This design comes from an exercise in tuning for small area, a short achievable clock period and few clock cycles on the open sky130 flow, not from production work.
In this exercise RTL edits were held to simulation tests only and were not proved equivalent to the original.
Power figures rest on the tool's default switching activity, not on a simulated workload.

### flow/design.v
module ff_res #(parameter N = 8)
              (input clk, reset,
               input [N-1:0] d, 
               output reg [N-1:0] q);
always @(posedge clk, posedge reset)
    if (reset) q <= 0;
    else       q <= d;
endmodule
module ff_resen #(parameter N = 8)
                (input clk, reset, en,
                 input [N-1:0] d, 
                 output reg [N-1:0] q);
always @(posedge clk, posedge reset)
    if (reset)   
        q <= 0;
    else 
        if(en) 
            q <= d;
endmodule
module mux2 #(parameter N = 8)
             (input[N-1:0] a, b, 
              input sel, 
              output[N-1:0] y);
assign y = sel ? b : a; 
endmodule
module mux3 #(parameter WIDTH = 8)
             (input  [WIDTH-1:0] d0, d1, d2,
              input  [1:0]       sel, 
              output [WIDTH-1:0] y);
  assign y = sel[1] ? d2 : (sel[0] ? d1 : d0); 
endmodule
module alu(
    input [31:0] a, b,
    input [3:0] ctrl,
    output [31:0] res,
    output [3:0] flags  
);
wire [31:0] ares, lres;
wire [31:0] sumres, sb;
wire cout;
assign res = ctrl[2] ? lres : ares;
assign o1 = ~(ctrl[1] ^ (a[31] ^ b[31]));
assign o2 = (ares[31] ^ a[31]);
assign o3 = ~ctrl[2];
assign flags[0] = o1 & o2 & o3;
assign flags[1] = (~ctrl[2]) & cout;
assign flags[2] = ~(|res);
assign flags[3] = res[31];
assign sb = ctrl[1] ? ~b : b;
assign {cout, sumres} = a + sb + ctrl[1];
assign ares = ctrl[3] ? {31'b0, sumres[31]} : sumres;
assign lres = (ctrl[2:0] == 3'b100) ? a & b    :
              (ctrl[2:0] == 3'b101) ? a | b    :
              (ctrl[2:0] == 3'b110) ? a ^ b    :
              (ctrl[2:0] == 3'b111) ? ~(a | b) :
                                      32'b0    ;
endmodule
module extender(input  [23:0] x,
                input  [1:0]  src,
                output reg [31:0] y);
always @(*)
    case(src) 
        2'b00:   y = {24'b0, x[7:0]};  
        2'b01:   y = {20'b0, x[11:0]}; 
        2'b10:   y = {{6{x[23]}}, x[23:0], 2'b00}; 
        default: y = 32'bx;  
    endcase             
endmodule
module regs(input clk, reset, 
            input we3, 
            input  [3:0] ra1, ra2, wa3, 
            input  [31:0] wd3, r15,
            output [31:0] rd1, rd2);
reg [31:0] rf[14:0];
integer i;
always @(posedge clk, posedge reset)
  if (reset)   
    begin
      for(i = 0; i < 15; i=i+1) 
        begin
          rf[i] = 0;
        end
    end
  else if (we3) rf[wa3] <= wd3;	
assign rd1 = (ra1 == 4'b1111) ? r15 : rf[ra1];
assign rd2 = (ra2 == 4'b1111) ? r15 : rf[ra2];
endmodule
module datapath(input         clk, reset,
                output [31:0] Adr, WriteData,
                input  [31:0] ReadData,
                output [31:0] Instr,
                output [3:0]  ALUFlags,
                input         PCWrite, RegWrite,
                input         IRWrite,
                input         AdrSrc, 
                input  [1:0]  RegSrc, 
                input  [1:0]  ALUSrcA, ALUSrcB, ResultSrc,
                input  [1:0]  ImmSrc, 
                input  [3:0]  ALUControl);
    wire [31:0] PCNext, PC;
    wire [31:0] ExtImm, SrcA, SrcB, Result;
    wire [31:0] Data, RD1, RD2, A, ALUResult, ALUOut;
    wire [3:0]  RA1, RA2;
    ff_resen #(32) pcreg(.clk(clk), .reset(reset), .en(PCWrite), .d(Result), .q(PC));
    mux2 #(32)  pcmux(.a(PC), .b(Result), .sel(AdrSrc), .y(Adr));
    ff_resen #(32) instreg(.clk(clk), .reset(reset), .en(IRWrite), .d(ReadData), .q(Instr));
    ff_res #(32) datareg(.clk(clk), .reset(reset), .d(ReadData), .q(Data));
    mux2 #(4) ra1mux(.a(Instr[19:16]), .b(4'b1111), .sel(RegSrc[0]), .y(RA1));
    mux2 #(4) ra2mux(.a(Instr[3:0]), .b(Instr[15:12]), .sel(RegSrc[1]), .y(RA2));
    regs register_file(.clk(clk),
                       .reset(reset),
                       .we3(RegWrite),
                       .ra1(RA1),
                       .ra2(RA2),
                       .wa3(Instr[15:12]),
                       .wd3(Result),
                       .r15(Result),
                       .rd1(RD1),
                       .rd2(RD2));
    ff_res #(32) rd1reg(.clk(clk), .reset(reset), .d(RD1), .q(A));
    ff_res #(32) rd2reg(.clk(clk), .reset(reset), .d(RD2), .q(WriteData));
    extender ext(.x(Instr[23:0]), 
                 .src(ImmSrc), 
                 .y(ExtImm));
    mux3 #(32) alusrc1mux(.d0(A), 
                          .d1(PC), 
                          .d2(ALUOut), 
                          .sel(ALUSrcA), 
                          .y(SrcA));
    mux3 #(32) alusrc2mux(.d0(WriteData), 
                          .d1(ExtImm), 
                          .d2(32'd4), 
                          .sel(ALUSrcB), 
                          .y(SrcB));
    alu alu(.a(SrcA),  
            .b(SrcB),  
            .ctrl(ALUControl),  
            .res(ALUResult),  
            .flags(ALUFlags));  
    ff_res #(32) alureg(.clk(clk), .reset(reset), .d(ALUResult), .q(ALUOut));
    mux3 #(32) resmux(.d0(ALUOut), 
                          .d1(Data), 
                          .d2(ALUResult), 
                          .sel(ResultSrc), 
                          .y(Result));
endmodule
module condlogic(input        clk, reset,
                 input  [3:0] Cond,
                 input  [3:0] ALUFlags,
                 input  [1:0] FlagW,
                 input        PCS, NextPC, RegW, MemW,
                 output       PCWrite, RegWrite, MemWrite);
  wire [1:0] FlagWrite;
  wire [3:0] Flags;
  wire       CondEx, CondExR;
  assign FlagWrite = FlagW&{2{CondEx}};
  ff_resen #(2)flagreg1(.clk(clk), 
                       .reset(reset), 
                       .en(FlagWrite[1]), 
                       .d(ALUFlags[3:2]), 
                       .q(Flags[3:2]));
  ff_resen #(2)flagreg0(.clk(clk),
                       .reset(reset),
                       .en(FlagWrite[0]),
                       .d(ALUFlags[1:0]),
                       .q(Flags[1:0]));
  condcheck cc(Cond, Flags, CondEx);
  ff_res #(1)condexreg(clk, reset, CondEx, CondExR);
  assign RegWrite  = RegW   & CondExR;
  assign MemWrite  = MemW   & CondExR;
  assign PCWrite   = (PCS   & CondExR) | NextPC;
endmodule    
module condcheck(input  [3:0] Cond,
                 input  [3:0] Flags,
                 output reg   CondEx);
  wire neg, zero, carry, overflow, ge;
  assign {neg, zero, carry, overflow} = Flags;
  assign ge = (neg == overflow);
  always @(*)
    case(Cond)
      4'b0000: CondEx = zero;              
      4'b0001: CondEx = ~zero;             
      4'b0010: CondEx = carry;             
      4'b0011: CondEx = ~carry;            
      4'b0100: CondEx = neg;               
      4'b0101: CondEx = ~neg;              
      4'b0110: CondEx = overflow;          
      4'b0111: CondEx = ~overflow;         
      4'b1000: CondEx = carry & ~zero;     
      4'b1001: CondEx = ~(carry & ~zero);  
      4'b1010: CondEx = ge;                
      4'b1011: CondEx = ~ge;               
      4'b1100: CondEx = ~zero & ge;        
      4'b1101: CondEx = ~(~zero & ge);     
      4'b1110: CondEx = 1'b1;              
      default: CondEx = 1'bx;              
    endcase
endmodule
module mainfsm(input          clk,
               input          reset,
               input  [1:0]   Op,
               input  [5:0]   Funct,
               output         IRWrite,
               output         AdrSrc,
               output [1:0]   ALUSrcA, ALUSrcB, ResultSrc,
               output         NextPC, RegW, MemW, Branch, ALUOp);  
  localparam [3:0] FETCH = 4'd0,
                   DECODE = 4'd1,
                   MEMADR = 4'd2,
                   MEMRD = 4'd3,
                   MEMWB = 4'd4,
                   MEMWR = 4'd5,
                   EXECUTER = 4'd6,
                   EXECUTEI = 4'd7,
                   ALUWB = 4'd8,
                   BRANCH = 4'd9,
				   UNKNOWN = 4'd10;
  reg [3:0] state, nextstate;
  reg [12:0] controls;
  always @(posedge clk or posedge reset)
    if (reset) state <= FETCH;
    else state <= nextstate;
  always @(*)
    casex(state)
      FETCH:                    nextstate = DECODE;
      DECODE: case(Op)
                2'b00: 
                  if (Funct[5]) nextstate = EXECUTEI;
                  else          nextstate = EXECUTER;
                2'b01:          nextstate = MEMADR;
                2'b10:          nextstate = BRANCH;
                default:        nextstate = UNKNOWN;
              endcase
      EXECUTER:
                                nextstate = ALUWB;                  
      EXECUTEI:
                                nextstate = ALUWB;                  
      MEMADR: 
                if (Funct[0] == 1) 
                                nextstate = MEMRD;
                else
                                nextstate = MEMWR;
      MEMRD:
                                nextstate = MEMWB;                     
      default:                  nextstate = FETCH; 
    endcase
  always @(*)
    case(state)
      FETCH: 	controls = 13'b10001_010_01100; 
      DECODE:  	controls = 13'b00000_010_01100;      
      MEMADR:   controls = 13'b00000_000_00010;      
      MEMRD:    controls = 13'h0080;
      MEMWB:    controls = 13'h0220;
      MEMWR:    controls = 13'h0480;
      EXECUTER: controls = 13'h0001;
      EXECUTEI: controls = 13'h0003;
      ALUWB:    controls = 13'h0200;
      BRANCH:   controls = 13'h0852;
      default: 	controls = 13'bxxxxx_xxx_xxxxx;
    endcase
  assign {NextPC, Branch, MemW, RegW, IRWrite,
          AdrSrc, ResultSrc,   
          ALUSrcA, ALUSrcB, ALUOp} = controls;
endmodule
module decode(input        clk, reset,
              input  [1:0] Op,
              input  [5:0] Funct,
              input  [3:0] Rd,
              output reg [1:0] FlagW,
              output       PCS, NextPC, RegW, MemW,
              output       IRWrite, AdrSrc,
              output [1:0] ResultSrc, ALUSrcA, ALUSrcB, 
              output [1:0] ImmSrc, RegSrc, 
              output reg [3:0] ALUControl);
  wire Branch, ALUOp;
  mainfsm fsm(clk, reset, Op, Funct, 
              IRWrite, AdrSrc, 
              ALUSrcA, ALUSrcB, ResultSrc,
              NextPC, RegW, MemW, Branch, ALUOp);
  always @(*)
    if (ALUOp) begin                  
      case(Funct[4:1]) 
  	    4'b0100: ALUControl = 4'b0000;  
  	    4'b0010: ALUControl = 4'b0010;  
        4'b0000: ALUControl = 4'b0100;  
  	    4'b1100: ALUControl = 4'b0101;  
        4'b0001: ALUControl = 4'b0110;  
  	    default: ALUControl = 4'bx;   
      endcase
      FlagW[1] = Funct[0];  
      FlagW[0] = Funct[0] & 
                 (ALUControl == 4'b0000 | ALUControl == 4'b0010); 
    end else begin
      ALUControl = 4'b0000;  
      FlagW      = 2'b00;  
    end
  assign PCS = ((Rd == 4'b1111) & RegW) | Branch; 
  assign ImmSrc = Op;
  assign RegSrc = (Op == 2'b01) ? 2'b10 :
                  (Op == 2'b00) ? 2'b00 :
                                  2'b01 ;
endmodule
module controller(input          clk,
                  input          reset,
                  input  [31:12] Instr,
                  input  [3:0]   ALUFlags,
                  output         PCWrite,
                  output         MemWrite,
                  output         RegWrite,
                  output         IRWrite,
                  output         AdrSrc,
                  output [1:0]   RegSrc,
                  output [1:0]   ALUSrcA,
                  output [1:0]   ALUSrcB,
                  output [1:0]   ResultSrc,
                  output [1:0]   ImmSrc,
                  output [3:0]   ALUControl);
  wire [1:0] FlagW;
  wire       PCS, NextPC, RegW, MemW;
  decode dec(clk, reset, Instr[27:26], Instr[25:20], Instr[15:12],
             FlagW, PCS, NextPC, RegW, MemW,
             IRWrite, AdrSrc, ResultSrc, 
             ALUSrcA, ALUSrcB, ImmSrc, RegSrc, ALUControl);
  condlogic cl(clk, reset, Instr[31:28], ALUFlags,
               FlagW, PCS, NextPC, RegW, MemW,
               PCWrite, RegWrite, MemWrite);
endmodule
module arm(input         clk, reset,
           output        MemWrite,
           output [31:0] Adr, WriteData,
           input  [31:0] ReadData);
  wire [31:0] Instr;
  wire [3:0]  ALUFlags, ALUControl;
  wire        PCWrite, RegWrite, IRWrite;
  wire        AdrSrc;
  wire [1:0]  RegSrc, ALUSrcA, ALUSrcB, ImmSrc, ResultSrc;
  controller c(.clk(clk), 
               .reset(reset), 
               .Instr(Instr[31:12]), 
               .ALUFlags(ALUFlags), 
               .PCWrite(PCWrite), 
               .MemWrite(MemWrite), 
               .RegWrite(RegWrite), 
               .IRWrite(IRWrite), 
               .AdrSrc(AdrSrc), 
               .RegSrc(RegSrc), 
               .ALUSrcA(ALUSrcA), 
               .ALUSrcB(ALUSrcB), 
               .ResultSrc(ResultSrc), 
               .ImmSrc(ImmSrc), 
               .ALUControl(ALUControl));
  datapath dp(.clk(clk), 
              .reset(reset), 
              .Adr(Adr), 
              .WriteData(WriteData), 
              .ReadData(ReadData), 
              .Instr(Instr), 
              .ALUFlags(ALUFlags), 
              .PCWrite(PCWrite), 
              .RegWrite(RegWrite), 
              .IRWrite(IRWrite), 
              .AdrSrc(AdrSrc), 
              .RegSrc(RegSrc), 
              .ALUSrcA(ALUSrcA), 
              .ALUSrcB(ALUSrcB), 
              .ResultSrc(ResultSrc), 
              .ImmSrc(ImmSrc), 
              .ALUControl(ALUControl));
endmodule
### flow/run.sh
#!/bin/bash
# synth_recipe.tcl (not shown) runs the flow's synth.tcl, then flattens the netlist and writes it again
# the make line also repeats each setting of config.mk as NAME=value (left out here)
make -C /OpenROAD-flow-scripts/flow DESIGN_CONFIG=/design/flow/config.mk WORK_HOME=/design/flow/orfs CLKGATE_MAP_FILE= SYNTH_SCRIPT=/design/flow/synth_recipe.tcl finish
### flow/config.mk
export PLATFORM = sky130hd
export DESIGN_NAME = arm
export DESIGN_NICKNAME = arm
export VERILOG_FILES = /design/flow/design.v
export SDC_FILE = /design/flow/constraint.sdc
export NUM_CORES = 4
export LEC_CHECK = 0
export CAP_MARGIN = 20
export CORE_MARGIN = 2
export CORE_UTILIZATION = 40
export SLEW_MARGIN = 20
### flow/constraint.sdc
create_clock -name core_clock -period 11.0 [get_ports {clk}]
set_input_delay 2.2000 -clock core_clock [delete_from_list [all_inputs] [get_ports {clk}]]
set_output_delay 2.2000 -clock core_clock [all_outputs]
set_load 0.01 [all_outputs]
==> impl_metrics.tcl, run 1 <==
set metrics [dict create \
    io_pins 99 \
    post_cts_resize_count 0 \
    worst_slew_pin_slew_ps 1130 \
    dieArea_um2 91300 \
    p_leak_nw 17.2 \
    cp.arrival_ps 7360 \
    ant_nets 0 \
    outcome "timing/DRC/antenna clean" \
    grt_pass1_wl_mm 215 \
    row_count 109 \
    reg2regPathDepth 21 \
    synth_top_flop_cell "dfrtp_1" \
    worstSetupStartpointType "register" \
    first_iter_violations 4316 \
    drt_drc_violations_left 0 \
    post_cts_buffers 0 \
    ys_types 83 \
    antenna_found_initial 5 \
    final_util 0.459 \
    finalCritPeriodShare 0.869 \
    endpoint_kind "output pin" \
    numCtsBuffers 73 \
    layout-drive-gt1-share 0.0904 \
    ys_seq_area_frac 0.479 \
    path_class "reg2out" \
    fin_nets 4018 \
    synth_top_area_share 0.479 \
    syn_inst 3930 \
    start_util 0.403 \
    finalSetupViolCount 0 \
    synth_edf_count 0 \
    num-fill-cells 8374 \
    fp.dieW_um 302 \
    numClockSinks 681 \
    synthSimpleGateAreaFrac 0.139 \
    wl_mm 147 \
    synth_fa_ha_area_frac 0.0364 \
    core_um2 88200 \
    synth_most_common_cell "nand2_1" \
    syn_nets 4067 \
    synth_area_um2 35600 \
    synth_xor_area_frac 0.0133 \
    regArea_um2 17000 \
    required_ps 8800 \
    ys_ff_latch 681 \
    synth_common_cells "nand2_1 (725), dfrtp_1 (681), o21ai_0 (646), clkbuf_1 (287), a22oi_1 (265)" \
    gr-total-overflow 0 \
    yosys_warnings 13 \
    layout_setup_ws_ps 1440 \
    final.setup_skew_ps 26.1 \
    p_total_mw 15.2 \
    hold_ws_ps 501 \
    cts_tree "done" \
    multi_input_area_um2 17200 \
    clkSlewWorstSetupHoldPaths_ps 70 \
    ys_async_sr_fraction 1.00 \
    ir_worst_vdd_v 0.000237 \
    holdBufCountCts 0 \
    dpl.hpwl_mm 87.7 \
    portBuffers 98 \
    muxShareOfSynthArea 0.0283 \
    pre_cts_slack_ps 2350 \
    vias 32300 \
    synth_compound_area_frac 0.258 \
    grt_max_degree 170 \
    synth_area_leaders "dfrtp_1 (48%), o21ai_0 (9.1%), nand2_1 (7.7%), a22oi_1 (5.6%), ha_1 (3.6%)" \
    grt_use_total 0.319 \
    fmax_ghz 0.105 \
    hold_class "reg2reg" \
    syn2layout_area_growth_pct 13.9 \
    hold_path_depth 2 \
    cellPowerDensity_nw_per_um2 376 \
    synth_top_family_by_area "compound AO/OA/AOI/OAI gates" \
    die_y_um 302 \
    cp_max_fo 22 \
    clk_latency_ps 640 \
    clock_path_buffers 3 \
    relSlewSlack 0.239 \
    layout_min_cycle_time_ps 9560 \
    root_buffer "clkbuf_16" \
    htree_levels 3 \
    dr.pass1.iters 6 \
    first_global_vias 31200 \
    avgRoutedWirePerCell_um 28.8 \
    synth_top_area_cell "dfrtp_1" \
    vias_per_cell 6.33 \
    hold_violations 0 \
    rsz0062_at_grt "false" \
    maxSlewViolCount 0 \
    finalWeightedCongestion 0.978 \
    syn_avg_cell_area_um2 9.05 \
    maxCapViolCount 0 \
]
-- metal layers --
metal	GRT usage	vias up	wire [um]
met1	0.422	15700	58400
met3	0.0811	501	15900
met4	0.145	6	7680
met2	0.494	1948	65200
met5	0	-	34
li1	-	14200	-
-- path summary, 6_finish.rpt --
| kind | start | end | slack (ps) |
|---|---|---|---|
| min in group asynchronous | reset | dp.register_file.rf[13][31] | 2030 |
| setup / recovery | dp.instreg.q[27] | Adr[24] | 1440 |
| hold / removal | dp.register_file.rf[0][5] | dp.register_file.rf[0][5] | 500 |
| max in group asynchronous | reset | dp.register_file.rf[11][16] | 6650 |
| hold reg to reg | dp.register_file.rf[0][5] | dp.register_file.rf[0][5] | 500 |
| setup reg to reg | dp.instreg.q[27] | c.cl.flagreg1.q[0] | 4310 |
-- state kept, by name, indices dropped and copies added (netlist names) --
register,cells
c.dec.fsm.state,4
dp.rd2reg.q,32
c.cl.flagreg0.q,2
dp.datareg.q,32
dp.instreg.q,32
c.cl.flagreg1.q,2
c.cl.condexreg.q,1
dp.register_file.rf,480
dp.pcreg.q,32
dp.rd1reg.q,32
dp.alureg.q,32
-- cell type report --
type,instances,area share
Multi-Input combinational cell,2835,0.426
Sequential cell,681,0.421
Clock buffer,107,0.0552
Timing Repair Buffer,203,0.0443
Tap cell,1165,0.0360
Clock inverter,26,0.00973
Inverter,87,0.00816
Antenna cell,1,0.0000618
-- where the power goes --
part | internal, mW | switching [mW]
registers | 3.49 | 0.900
logic | 2.43 | 5.72
clock network | 1.61 | 1.10
total | 7.53 | 7.72
-- cell families after synthesis --
family,after synthesis
AO/OA/AOI/OAI,1448
flip-flops,681
buffers and inverters,414
AND/OR/NAND/NOR,1133
XOR/XNOR,54
multiplexers,97
adder cells (fa/ha/maj),103
-- per-stage QoR --
step / instances / setup TNS, ps / area, um^2
3_3_place_gp: 4971 / 0 / 37900
6_report: 5105 / 0 / 40500
4_1_cts: 5104 / 0 / 40500
3_5_place_dp: 4971 / 0 / 37900
2_1_floorplan: 3930 / -351540 / 35600
5_1_grt: 5104 / 0 / 40500
-- critical path: stages (launching register included) --
cell	delay, ps
dfrtp_1	420
inv_1	160
ha_1	710
nand2b_1	390
a21boi_0	200
nor2_1	340
or2_1	240
inv_2	90
nor2_1	100
a21oi_1	80
fa_1	500
nand2b_1	180
a211o_1	360
a2111o_1	500
and3_1	210
nor2_1	140
a311oi_1	110
o21ai_1	380
nor2_1	70
a31oi_1	190
inv_1	270
o21ai_0	460
clkdlybuf4s50_1	630
-- layout by cell type, fill, tap and decap left out, drive strengths merged, types with 29 or more instances in the layout --
cell           count
inv               90
mux2              29
nor2             106
a222oi            42
clkdlybuf4s50     98
a22oi            265
buf              105
xnor2             42
a21oi            126
nand4             78
o21ai            694
mux2i             68
nand2            725
a22o              41
nand3             99
clkbuf           107
a221oi            55
ha               102
o22ai             48
dfrtp            681
o21a              37
Testbench counts, summed over its fixed seeds: cycles 87,193.
==> run 2, diff against run 1 <==
==> flow/design.v (replaced) <==
module arm(input         clk, reset,
           output        MemWrite,
           output [31:0] Adr, WriteData,
           input  [31:0] ReadData);
  reg  [31:2] pc;         
  reg  [31:0] ir;         
  reg         irv;        
  reg         mem;        
  reg         mst;        
  reg  [31:0] madr;       
  reg  [3:0]  mrd;        
  reg  [3:0]  flags;      
  wire [3:0] cond = ir[31:28];
  wire       n = flags[3], z = flags[2], c = flags[1], v = flags[0];
  wire       ge = (n == v);
  reg        condpass;
  always @(*)
    case (cond)
      4'b0000: condpass = z;
      4'b0001: condpass = ~z;
      4'b0010: condpass = c;
      4'b0011: condpass = ~c;
      4'b0100: condpass = n;
      4'b0101: condpass = ~n;
      4'b0110: condpass = v;
      4'b0111: condpass = ~v;
      4'b1000: condpass = c & ~z;
      4'b1001: condpass = ~(c & ~z);
      4'b1010: condpass = ge;
      4'b1011: condpass = ~ge;
      4'b1100: condpass = ~z & ge;
      4'b1101: condpass = ~(~z & ge);
      default: condpass = 1'b1;
    endcase
  wire ex    = irv & ~mem & condpass;
  wire isdp  = ~ir[27] & ~ir[26];
  wire ismem = ~ir[27] &  ir[26];
  wire isb   =  ir[27];
  wire [3:0] cmd = ir[24:21];
  wire       setf = ir[20];
  wire       ld   = ir[20];
  wire [3:0] rn = ir[19:16];
  wire [3:0] rd = ir[15:12];
  reg  [31:0] rf [0:14];
  wire [3:0]  ra1 = rn;
  wire [3:0]  ra2 = mem ? mrd : ir[3:0];
  wire [31:0] pc4 = {pc + 30'd1, 2'b00};    
  reg  [14:0] rv;
  wire [15:0] rv16 = {1'b0, rv};
  wire [31:0] rd1 = (ra1 == 4'd15) ? pc4 : rf[ra1] & {32{rv16[ra1]}};
  wire [31:0] rd2 = (ra2 == 4'd15) ? (mem ? {pc, 2'b00} : pc4) : rf[ra2] & {32{rv16[ra2]}};
  wire        useimm = ir[25] | ir[26];
  wire [31:0] b     = useimm ? {20'b0, ir[11:0]} : rd2;
  wire        sub   = ~ir[26] & cmd[1];
  wire        arith = ir[26] | (cmd[2] & ~cmd[3]) | cmd[1];
  wire [31:0] bx    = sub ? ~b : b;
  wire [32:0] sum   = {1'b0, rd1} + {1'b0, bx} + {32'b0, sub};
  wire [31:0] lres = cmd[3] ? (rd1 | b) : cmd[0] ? (rd1 ^ b) : (rd1 & b);
  wire [31:0] res   = arith ? sum[31:0] : lres;
  wire        fz    = ~|res;
  wire        fv    = (rd1[31] ^ b[31] ^ ~sub) & (sum[31] ^ rd1[31]);
  wire dpwr   = ex & isdp;
  wire jump   = dpwr & (rd == 4'd15);
  wire br     = ex & isb;
  wire memgo  = ex & ismem;
  wire ldpc   = mem & ~mst & (mrd == 4'd15);
  wire [31:2] brt = pc + 30'd1 + {{6{ir[23]}}, ir[23:0]};
  wire        we  = (mem & ~mst) | dpwr;
  wire [3:0]  wa  = mem ? mrd : rd;
  wire [31:0] wd  = mem ? ReadData : res;
  integer i;
  always @(posedge clk)
    for (i = 0; i < 15; i = i + 1)
      if (we && wa == i) rf[i] <= wd;
  always @(posedge clk, posedge reset)
    if (reset) rv <= 15'b0;
    else
      for (i = 0; i < 15; i = i + 1)
        if (we && wa == i) rv[i] <= 1'b1;
  always @(posedge clk, posedge reset)
    if (reset) flags <= 4'b0;
    else if (dpwr & setf) begin
      flags[3] <= res[31];
      flags[2] <= fz;
      if (arith) begin
        flags[1] <= sum[32];
        flags[0] <= fv;
      end
    end
  always @(posedge clk, posedge reset)
    if (reset) begin
      pc  <= 30'b0;
      irv <= 1'b0;
    end else if (mem) begin
      if (ldpc) begin
        pc  <= ReadData[31:2];
        irv <= 1'b0;
      end
    end else if (jump) begin
      pc  <= res[31:2];
      irv <= 1'b0;
    end else if (br) begin
      pc  <= brt;
      irv <= 1'b0;
    end else begin
      pc  <= pc + 30'd1;
      irv <= 1'b1;
    end
  always @(posedge clk)
    if (~mem) ir <= ReadData;
  always @(posedge clk, posedge reset)
    if (reset) begin
      mem <= 1'b0;
      mst <= 1'b0;
    end else begin
      mem <= memgo;
      mst <= memgo & ~ld;
    end
  always @(posedge clk)
    if (memgo) begin
      madr <= sum[31:0];
      mrd  <= rd;
    end
  assign Adr       = mem ? madr : {pc, 2'b00};
  assign MemWrite  = mst;
  assign WriteData = rd2;
endmodule
==> impl_metrics.tcl, run 2 <==
set metrics [dict create \
    synth_edf_count 548 \
    fin_nets 3250 \
    clock_path_buffers 3 \
    hold_class "reg2reg" \
    maxSlewViolCount 0 \
    post_cts_resize_count 0 \
    multi_input_area_um2 15000 \
    syn_avg_cell_area_um2 11.1 \
    dpl.hpwl_mm 85.5 \
    layout_min_cycle_time_ps 9150 \
    fp.dieW_um 294 \
    top_regs "rf x480, ir x32, madr x32" \
    finalWeightedCongestion 0.995 \
    relSlewSlack 0.214 \
    syn_nets 3204 \
    hold_violations 0 \
    io_pins 99 \
    post_cts_buffers 0 \
    row_count 106 \
    largest_reg_flops 480 \
    first_global_vias 28100 \
    vias_per_cell 6.82 \
    path_class "reg2reg" \
    p_leak_nw 14.0 \
    pre_cts_slack_ps 1860 \
    critPathMaxStageDelay_ps 960 \
    ys_types 89 \
    cp.arrival_ps 9730 \
    numClockSinks 600 \
    root_buffer "clkbuf_16" \
    cellPowerDensity_nw_per_um2 303 \
    cpLargestDelayFamily "compound AO/OA/AOI/OAI gates" \
    diodes 0 \
    ys_seq_area_frac 0.527 \
    layout_common_cells "edfxtp_1 (548), a22oi_1 (296), nor2_1 (176)" \
    synth_top_flop_cell "edfxtp_1" \
    core_um2 83600 \
    synth_area_um2 33700 \
    vias 28800 \
    wl_mm 135 \
    crit_chain "buf_4, and3_1, a31oi_2, or2_2, nand2_1, buf_4, a2111oi_0, a31oi_1, a21oi_1, nor2_1, a21oi_1, xor2_1, ha_1, nand2_1, o21ai_0, nor2_1, nor3_1, nand3_1, o21a_1, o311ai_1, o2111ai_1, nor4_2, nand4_1, o31ai_2" \
    required_ps 11580 \
    holdBufCountCts 0 \
    avgRoutedWirePerCell_um 31.9 \
    place_area_um2 36300 \
    path_buf_inv 2 \
    ys_async_sr_fraction 0.0867 \
    grt_use_total 0.303 \
    ant_nets 0 \
    outcome "timing/DRC/antenna clean" \
    fmax_ghz 0.109 \
    yosys_warnings 2 \
    ir_worst_vdd_v 0.000146 \
    endpoint_kind "register" \
    grt_pass1_wl_mm 192 \
    clk_latency_ps 680 \
    grt_max_degree 70 \
    layout_setup_ws_ps 1850 \
    htree_levels 2 \
    first_iter_violations 5199 \
    worst_slew_pin_slew_ps 1160 \
    slowest_stage "o311ai_1" \
    dr.pass1.iters 10 \
    finalCritPeriodShare 0.832 \
    syn2layout_area_growth_pct 14.2 \
    regArea_um2 17800 \
    synth_area_leaders "edfxtp_1 (49%), a22oi_1 (6.6%), ha_1 (4.6%), dfrtp_1 (3.9%), a21oi_1 (2.6%)" \
    ys_ff_latch 600 \
    die_y_um 294 \
    cts_tree "done" \
    p_total_mw 11.7 \
    fin_tns_setup_ps 0 \
    maxCapViolCount 0 \
    final.setup_skew_ps 40.0 \
    dieArea_um2 86600 \
    antenna_found_initial 2 \
    layout_commonest_cell "edfxtp_1" \
    syn_inst 3043 \
    synth_top_area_share 0.488 \
    clkSlewWorstSetupHoldPaths_ps 70 \
    drt_drc_violations_left 0 \
    worstSetupStartpointType "register" \
    cp_max_fo 37 \
    regMostFlops "rf" \
    fin_area_um2 38500 \
    layout-drive-gt1-share 0.115 \
    synth_top_area_cell "edfxtp_1" \
    finalSetupViolCount 0 \
    synth_most_common_cell "edfxtp_1" \
    synth_common_cells "edfxtp_1 (548), a22oi_1 (296), nor2_1 (221), a21oi_1 (178), nand2_1 (175)" \
    num-fill-cells 7565 \
    start_util 0.404 \
    numCtsBuffers 61 \
    rsz0062_at_grt "false" \
    gr-total-overflow 0 \
    portBuffers 98 \
]
-- run 2: routing by layer --
layer / part of all wire / GRT usage / wire (um) / vias to the layer above
li1: - / - / - / 12000
met1: 0.37 / 0.389 / 49800 / 13800
met2: 0.44 / 0.468 / 59200 / 2402
met3: 0.13 / 0.0790 / 17500 / 616
met4: 0.062 / 0.165 / 8410 / 2
met5: 0.000074 / 0 / 10 / -
-- run 2: worst paths after layout --
| check | slack (ps) | startpoint | to | cells after the start |
|---|---|---|---|---|
| max | 1850 | mem | flags[2] | 24 |
| min | 490 | rv[6] | rv[6] | 1 |
| max reg2reg | 1850 | mem | flags[2] | 24 |
| min reg2reg | 490 | rv[6] | rv[6] | 1 |
| max in group asynchronous | 8180 | reset | mem | 3 |
| min in group asynchronous | 2110 | reset | rv[9] | 3 |
-- run 2: cells by family after synthesis --
group | Yosys count | synth area share
AO/OA/AOI/OAI | 956 | 0.205
XOR/XNOR | 121 | 0.0314
adder cells (fa/ha/maj) | 127 | 0.0476
buffers and inverters | 353 | 0.0400
flip-flops | 600 | 0.527
multiplexers | 117 | 0.0386
AND/OR/NAND/NOR | 769 | 0.111
-- run 2: final cells by class --
type	instances	share of cell area
Clock inverter	47	0.0144
Inverter	149	0.0146
Multi-Input combinational cell	2090	0.390
Clock buffer	69	0.0421
Tap cell	1080	0.0351
Sequential cell	600	0.461
Timing Repair Buffer	187	0.0428
-- run 2: worst register-to-register path, stage by stage (launching register included) --
cell and delay [ps]:
dfrtp_4 670, buf_4 370, and3_1 210, a31oi_2 530
or2_2 310, nand2_1 440, buf_4 460, a2111oi_0 500
a31oi_1 230, a21oi_1 280, nor2_1 60, a21oi_1 270
xor2_1 140, ha_1 410, nand2_1 100, o21ai_0 440
nor2_1 150, nor3_1 840, nand3_1 240, o21a_1 290
o311ai_1 960, o2111ai_1 310, nor4_2 470, nand4_1 180
o31ai_2 240
-- run 2: report_power, final --
| group | internal, mW | total (mW) | switching [mW] |
|---|---|---|---|
| logic | 1.89 | 5.65 | 3.75 |
| clock network | 1.28 | 2.25 | 0.962 |
| registers | 3.46 | 3.77 | 0.307 |
| total | 6.64 | 11.7 | 5.02 |
-- run 2: stage by stage --
stage,hold WS [ps],util,instances
finish,494,0.461,4222
global route,512,0.461,4222
CTS,497,0.460,4222
detailed placement,482,0.434,4106
global placement,480,0.434,4106
floorplan,447,-,3043
Testbench counts of run 2, summed over its fixed seeds: cycles 28,710.
==> run 3, diff against run 2 <==
--- a/flow/design.v
+++ b/flow/design.v
@@ -12,2 +12,3 @@
   reg  [3:0]  flags;      
+  reg  [3:0]  ra2;        
   wire [3:0] cond = ir[31:28];
@@ -45,3 +46,2 @@
   wire [3:0]  ra1 = rn;
-  wire [3:0]  ra2 = mem ? mrd : ir[3:0];
   wire [31:0] pc4 = {pc + 30'd1, 2'b00};    
@@ -49,8 +49,9 @@
   wire [15:0] rv16 = {1'b0, rv};
-  wire [31:0] rd1 = (ra1 == 4'd15) ? pc4 : rf[ra1] & {32{rv16[ra1]}};
+  wire [31:0] rd1 = (ra1 == 4'd15 || isb) ? pc4 : rf[ra1] & {32{rv16[ra1]}};
   wire [31:0] rd2 = (ra2 == 4'd15) ? (mem ? {pc, 2'b00} : pc4) : rf[ra2] & {32{rv16[ra2]}};
   wire        useimm = ir[25] | ir[26];
-  wire [31:0] b     = useimm ? {20'b0, ir[11:0]} : rd2;
-  wire        sub   = ~ir[26] & cmd[1];
-  wire        arith = ir[26] | (cmd[2] & ~cmd[3]) | cmd[1];
+  wire [31:0] b     = isb ? {{6{ir[23]}}, ir[23:0], 2'b00} :
+                      useimm ? {20'b0, ir[11:0]} : rd2;
+  wire        sub   = isdp & cmd[1];
+  wire        arith = ~isdp | (cmd[2] & ~cmd[3]) | cmd[1];
   wire [31:0] bx    = sub ? ~b : b;
@@ -59,3 +60,4 @@
   wire [31:0] res   = arith ? sum[31:0] : lres;
-  wire        fz    = ~|res;
+  wire [31:0] zk    = {rd1[30:0] | bx[30:0], sub};
+  wire        fz    = arith ? &(~(rd1 ^ bx ^ zk)) : ~|lres;
   wire        fv    = (rd1[31] ^ b[31] ^ ~sub) & (sum[31] ^ rd1[31]);
@@ -66,3 +68,2 @@
   wire ldpc   = mem & ~mst & (mrd == 4'd15);
-  wire [31:2] brt = pc + 30'd1 + {{6{ir[23]}}, ir[23:0]};
   wire        we  = (mem & ~mst) | dpwr;
@@ -98,7 +99,4 @@
       end
-    end else if (jump) begin
+    end else if (jump | br) begin
       pc  <= res[31:2];
-      irv <= 1'b0;
-    end else if (br) begin
-      pc  <= brt;
       irv <= 1'b0;
@@ -118,7 +116,7 @@
     end
-  always @(posedge clk)
-    if (memgo) begin
-      madr <= sum[31:0];
-      mrd  <= rd;
-    end
+  always @(posedge clk) begin
+    madr <= sum[31:0];
+    mrd  <= rd;
+    ra2  <= memgo ? rd : mem ? ir[3:0] : ReadData[3:0];
+  end
   assign Adr       = mem ? madr : {pc, 2'b00};
--- a/flow/config.mk
+++ b/flow/config.mk
@@ -7,2 +7,3 @@
 export LEC_CHECK = 0
+export ABC_CLOCK_PERIOD_IN_PS = 5000
 export CAP_MARGIN = 20
@@ -10,2 +11,3 @@
 export CORE_UTILIZATION = 40
+export SETUP_SLACK_MARGIN = 5
 export SLEW_MARGIN = 20
==> impl_metrics.tcl, run 3 <==
set metrics [dict create \
    portBuffers 98 \
    syn_avg_cell_area_um2 11.2 \
    first_global_vias 26600 \
    wl_mm 139 \
    stdcell_count 4129 \
    cp.arrival_ps 6660 \
    p_leak_nw 13.5 \
    ys_seq_area_frac 0.532 \
    root_buffer "clkbuf_16" \
    top_regs "rf x480, ir x32, madr x32" \
    yosys_warnings 2 \
    start_util 0.402 \
    vias_per_cell 6.75 \
    synth_top_area_cell "edfxtp_1" \
    holdBufCountCts 0 \
    numCtsBuffers 67 \
    fp.dieW_um 291 \
    dpl.hpwl_mm 86.4 \
    ys_async_sr_fraction 0.0861 \
    finalWeightedCongestion 1.02 \
    maxCapViolCount 0 \
    drt_drc_violations_left 0 \
    dr.pass1.iters 11 \
    synth_area_leaders "edfxtp_1 (47%), a22oi_1 (7.4%), ha_1 (4.8%), dfrtp_1 (4.0%), a21oi_1 (2.8%)" \
    synth_top_flop_cell "edfxtp_1" \
    die_y_um 291 \
    regMostFlops "rf" \
    fmax_ghz 0.163 \
    hold_ws_ps 510 \
    syn2layout_area_growth_pct 17.8 \
    final.setup_skew_ps 37.2 \
    grt_use_total 0.317 \
    synth_area_um2 32900 \
    worstSetupStartpointType "register" \
    cellPowerDensity_nw_per_um2 344 \
    cts_tree "done" \
    rrSetupSlack_ps 4880 \
    synth_common_cells "edfxtp_1 (512), a22oi_1 (323), nor2_1 (190), a21oi_1 (185), clkbuf_1 (183)" \
    syn_inst 2939 \
    first_iter_violations 5341 \
    htree_levels 3 \
    numClockSinks 604 \
    antenna_found_initial 6 \
    ys_ff_latch 604 \
    layout_common_cells "edfxtp_1 (512), a22oi_1 (323), a21oi_1 (173)" \
    ys_types 95 \
    outcome "timing/DRC/antenna clean" \
    layout_commonest_cell "edfxtp_1" \
    grt_max_degree 53 \
    relSlewSlack 0.223 \
    ir_worst_vdd_v 0.000180 \
    clkSlewWorstSetupHoldPaths_ps 60 \
    grt_pass1_wl_mm 194 \
    dieArea_um2 84400 \
    synth_most_common_cell "edfxtp_1" \
    core_um2 81700 \
    clk_latency_ps 640 \
    placed_cells 3957 \
    finalSetupViolCount 0 \
    path_class "reg2reg" \
    finalCritPeriodShare 0.557 \
    clock_path_buffers 3 \
    vias 27900 \
    worst_slew_pin_slew_ps 1160 \
    fin_nets 3164 \
    rsz0062_at_grt "true" \
    syn_nets 3101 \
    largest_reg_flops 480 \
    layout_min_cycle_time_ps 6120 \
    synth_top_area_share 0.468 \
    hold_class "reg2reg" \
    avgRoutedWirePerCell_um 33.8 \
    ant_nets 0 \
    row_count 105 \
    synth_edf_count 512 \
    layout-drive-gt1-share 0.160 \
    endpoint_kind "register" \
    required_ps 11540 \
    maxSlewViolCount 0 \
    gr-total-overflow 0 \
    fin_tns_setup_ps 0 \
    hold_violations 0 \
    io_pins 99 \
    cp_max_fo 26 \
    p_total_mw 13.3 \
]
[run 3: cell types whose count changed after synthesis, moves of 30 or more]
cell | before | now
dfxtp_1 | 0 | 40
a221oi_1 | 32 | 2
o22ai_1 | 3 | 51
nor2_1 | 221 | 190
o21ai_0 | 83 | 45
edfxtp_1 | 548 | 512
[run 3: cells by family (layout without fill, tap and decap cells)]
| kind of cell | after synthesis | in the layout | synth area share |
|---|---|---|---|
| buffers and inverters | 354 | 470 | 0.0439 |
| flip-flops | 604 | 604 | 0.532 |
| AO/OA/AOI/OAI | 897 | 897 | 0.195 |
| other | 0 | 3 | 0 |
| XOR/XNOR | 157 | 157 | 0.0423 |
| AND/OR/NAND/NOR | 714 | 715 | 0.108 |
| multiplexers | 85 | 85 | 0.0292 |
| adder cells (fa/ha/maj) | 128 | 128 | 0.0490 |
[run 3: final cells by class]
| class | instances | area, um^2 |
|---|---|---|
| Fill cell | 7217 | 43000 |
| Tap cell | 1070 | 1340 |
| Clock inverter | 44 | 644 |
| Inverter | 123 | 467 |
| Timing Repair Buffer | 224 | 2130 |
| Sequential cell | 604 | 17500 |
| Antenna cell | 3 | 7.51 |
| Multi-Input combinational cell | 1982 | 14900 |
| Clock buffer | 79 | 1750 |
[run 3: worst paths after layout]
kind / startpoint / end / depth (start not counted)
min in group asynchronous: reset / pc[6] / 3
max in group asynchronous: reset / pc[17] / 3
worst min register to register: rv[1] / rv[1] / 1
worst max register to register: ir[16] / flags[2] / 17
worst max-delay path: ir[16] / flags[2] / 17
worst min-delay path: rv[1] / rv[1] / 1
[run 3: critical path, stage by stage, from the launching register on]
cell and delay (ps):
edfxtp_1 360, buf_4 260, nand2b_1 360, nor3_4 450, buf_6 420, a22oi_1 150, nand4_1 140, nor2_1 140
o32ai_1 720, inv_1 160, ha_1 320, mux2_2 260, o21ai_0 740, nor4b_1 770, nand2_1 110, nor3_1 220
a31oi_1 160, o21ai_0 250
[run 3: power breakdown]
part / switching [mW] / leakage [nW] / total, mW / internal (mW)
clock network: 0.999 / 1.17 / 2.45 / 1.45
logic: 4.57 / 6.75 / 6.89 / 2.32
registers: 0.312 / 5.60 / 3.98 / 3.67
total: 5.88 / 13.5 / 13.3 / 7.44
[run 3: stage by stage]
stage / utilization / worst slack (ps) / instance area (um^2)
floorplan: - / 5430 / 32900
global placement: 0.430 / 2920 / 35100
detailed placement: 0.430 / 2820 / 35100
CTS: 0.466 / 4930 / 38100
global route: 0.474 / 4960 / 38700
finish: 0.474 / 4880 / 38700
[run 3: timing repair]
item / in CTS / in global routing
setup buffers: 23 / 19
pin swaps: 13 / 19
endpoints found under the setup margin: 465 / 346
gates cloned: 2 / 2
resized for setup: 83 / 90
[run 3: routing by layer]
metal | track usage | part of all wire | vias up | routed length (um)
met5 | 0 | 0.00046 | - | 64
met4 | 0.159 | 0.052 | 10 | 7250
met3 | 0.0853 | 0.13 | 463 | 18000
met2 | 0.479 | 0.44 | 2265 | 60700
met1 | 0.420 | 0.38 | 13700 | 53300
li1 | - | - | 11500 | -
Testbench counts of run 3, summed over its fixed seeds: cycles 28,710.
==> run 4, diff against run 3 <==
--- a/flow/config.mk
+++ b/flow/config.mk
@@ -7,3 +7,2 @@
 export LEC_CHECK = 0
-export ABC_CLOCK_PERIOD_IN_PS = 5000
 export CAP_MARGIN = 20
==> impl_metrics.tcl, run 4 <==
set metrics [dict create \
    outcome "timing/DRC/antenna clean" \
    first_global_vias 26600 \
    wl_mm 139 \
    finalCritPeriodShare 0.557 \
    relSlewSlack 0.223 \
    dr.pass1.iters 11 \
    ys_seq_area_frac 0.532 \
    path_class "reg2reg" \
    clock_path_buffers 3 \
    numCtsBuffers 67 \
    syn2layout_area_growth_pct 17.8 \
    worstSetupStartpointType "register" \
    p_leak_nw 13.5 \
    drt_drc_violations_left 0 \
    fmax_ghz 0.163 \
    place_area_um2 35100 \
    synth_area_leaders "edfxtp_1 (47%), a22oi_1 (7.4%), ha_1 (4.8%), dfrtp_1 (4.0%), a21oi_1 (2.8%)" \
    start_util 0.402 \
    regMostFlops "rf" \
    maxSlewViolCount 0 \
    layout_commonest_cell "edfxtp_1" \
    finalSetupViolCount 0 \
    antenna_found_initial 6 \
    hold_ws_ps 510 \
    syn_avg_cell_area_um2 11.2 \
    core_um2 81700 \
    final.setup_skew_ps 37.2 \
    synth_area_um2 32900 \
    layout_common_cells "edfxtp_1 (512), a22oi_1 (323), a21oi_1 (173)" \
    vias_per_cell 6.75 \
    fin_tns_setup_ps 0 \
    synth_top_area_share 0.468 \
    ys_types 95 \
    cts_tree "done" \
    cp_max_fo 26 \
    pre_cts_slack_ps 2820 \
    clkSlewWorstSetupHoldPaths_ps 60 \
    clk_latency_ps 640 \
    yosys_warnings 2 \
    largest_reg_flops 480 \
    layout_setup_ws_ps 4880 \
    worst_slew_pin_slew_ps 1160 \
    cellPowerDensity_nw_per_um2 344 \
    finalWeightedCongestion 1.02 \
    ys_async_sr_fraction 0.0861 \
    regArea_um2 17500 \
    root_buffer "clkbuf_16" \
    endpoint_kind "register" \
    hold_class "reg2reg" \
    portBuffers 98 \
    die_y_um 291 \
    top_regs "rf x480, ir x32, madr x32" \
    synth_edf_count 512 \
    grt_max_degree 53 \
    synth_top_flop_cell "edfxtp_1" \
    maxCapViolCount 0 \
    cp.arrival_ps 6660 \
    fin_nets 3164 \
    fp.dieW_um 291 \
    numClockSinks 604 \
    rsz0062_at_grt "true" \
    ant_nets 0 \
    synth_top_area_cell "edfxtp_1" \
    io_pins 99 \
    vias 27900 \
    row_count 105 \
    synth_common_cells "edfxtp_1 (512), a22oi_1 (323), nor2_1 (190), a21oi_1 (185), clkbuf_1 (183)" \
    holdBufCountCts 0 \
    grt_pass1_wl_mm 194 \
    grt_use_total 0.317 \
    first_iter_violations 5341 \
    required_ps 11540 \
    syn_inst 2939 \
    hold_violations 0 \
    gr-total-overflow 0 \
    num-fill-cells 7217 \
    layout-drive-gt1-share 0.160 \
    htree_levels 3 \
    fin_area_um2 38700 \
    ir_worst_vdd_v 0.000180 \
    avgRoutedWirePerCell_um 33.8 \
    multi_input_area_um2 14900 \
    layout_min_cycle_time_ps 6120 \
    syn_nets 3101 \
    dpl.hpwl_mm 86.4 \
    synth_most_common_cell "edfxtp_1" \
    dieArea_um2 84400 \
    ys_ff_latch 604 \
]
[run 4: cell counts after synthesis]
No cell type changed its count.
[run 4: final cells by class]
class,count,area share
Multi-Input combinational cell,1982,0.384
Timing Repair Buffer,224,0.0550
Tap cell,1070,0.0346
Inverter,123,0.0121
Sequential cell,604,0.452
Clock buffer,79,0.0453
Antenna cell,3,0.000194
Clock inverter,44,0.0166
[run 4: timing repair]
action / in CTS / in global routing
cloned: 2 / 2
hold endpoints to repair: 0 / 0
buffers inserted: 23 / 19
resized for setup: 83 / 90
pin swaps: 13 / 19
endpoints found under the setup margin: 465 / 346
[run 4: kinds of logic (layout without fill, tap and decap cells)]
logic type,after synthesis,in the layout,synth area share
xor gates and xnor gates,157,157,0.0423
AOI/OAI and AO/OA,897,897,0.195
muxes,85,85,0.0292
other,0,3,0
buffers and inverters,354,470,0.0439
DFF,604,604,0.532
adders and majority gates,128,128,0.0490
and+or+nand+nor,714,715,0.108
[run 4: worst max-delay path, cell delays in order, from the launching register on]
cell and delay, ps:
edfxtp_1 360, buf_4 260, nand2b_1 360, nor3_4 450
buf_6 420, a22oi_1 150, nand4_1 140, nor2_1 140
o32ai_1 720, inv_1 160, ha_1 320, mux2_2 260
o21ai_0 740, nor4b_1 770, nand2_1 110, nor3_1 220
a31oi_1 160, o21ai_0 250
[run 4: power by group]
| group | switching, mW | internal (mW) | total, mW |
|---|---|---|---|
| logic | 4.57 | 2.32 | 6.89 |
| clock network | 0.999 | 1.45 | 2.45 |
| registers | 0.312 | 3.67 | 3.98 |
[run 4: path summary, 6_finish.rpt]
check,start,endpoint,slack (ps),cells after the start
max,ir[16],flags[2],4880,17
min,rv[1],rv[1],510,1
max reg2reg,ir[16],flags[2],4880,17
min reg2reg,rv[1],rv[1],510,1
max in group asynchronous,reset,pc[17],8160,3
min in group asynchronous,reset,pc[6],2160,3
[run 4: metrics by stage]
stage / cells / total power, mW / util
after global routing: 4126 / 13.8 / 0.474
after detailed placement: 3957 / 10.0 / 0.430
after CTS: 4105 / 12.7 / 0.466
after global placement: 3957 / 9.95 / 0.430
after floorplan: 2939 / 7.42 / -
final: 4129 / 13.3 / 0.474
[run 4: metal layers]
metal,track usage,up-vias,share of wire
met5,0,-,0.00046
met3,0.0853,463,0.13
li1,-,11500,-
met1,0.420,13700,0.38
met2,0.479,2265,0.44
met4,0.159,10,0.052

-- port drivers added, routing unchanged --
In the flow no input, the clock included, has a driving cell. The finished layouts below were timed again as built, in two steps.
Step 1: set_driving_cell puts a clkbuf_16 on clk and a buf_2 on each other input, an assumption about the parent block.
Step 2 times the ports against the registers' clock, not the clock port: input delays grow and output delays shrink by t, the midpoint of the rising clock arrivals with the driver on.
a / b / c = ideal ports / drivers / drivers and shift; a / b = the first two.
| run | shift t [ns] | setup slack, ns | hold slack, ns | cell pins on the clock port's net |
|---|---|---|---|---|
| run 1 | 0.693 | 1.439 / 1.375 / 2.067 | 0.501 / 0.501 / 0.501 | 1 |
| run 2 | 0.726 | 1.850 / 1.850 / 1.850 | 0.494 / 0.494 / 0.494 | 1 |
| run 3 | 0.699 | 4.877 / 4.877 / 4.877 | 0.510 / 0.510 / 0.510 | 1 |
| run 4 | 0.699 | 4.877 / 4.877 / 4.877 | 0.510 / 0.510 / 0.510 | 1 |
After both steps setup and hold are still met in every run listed.
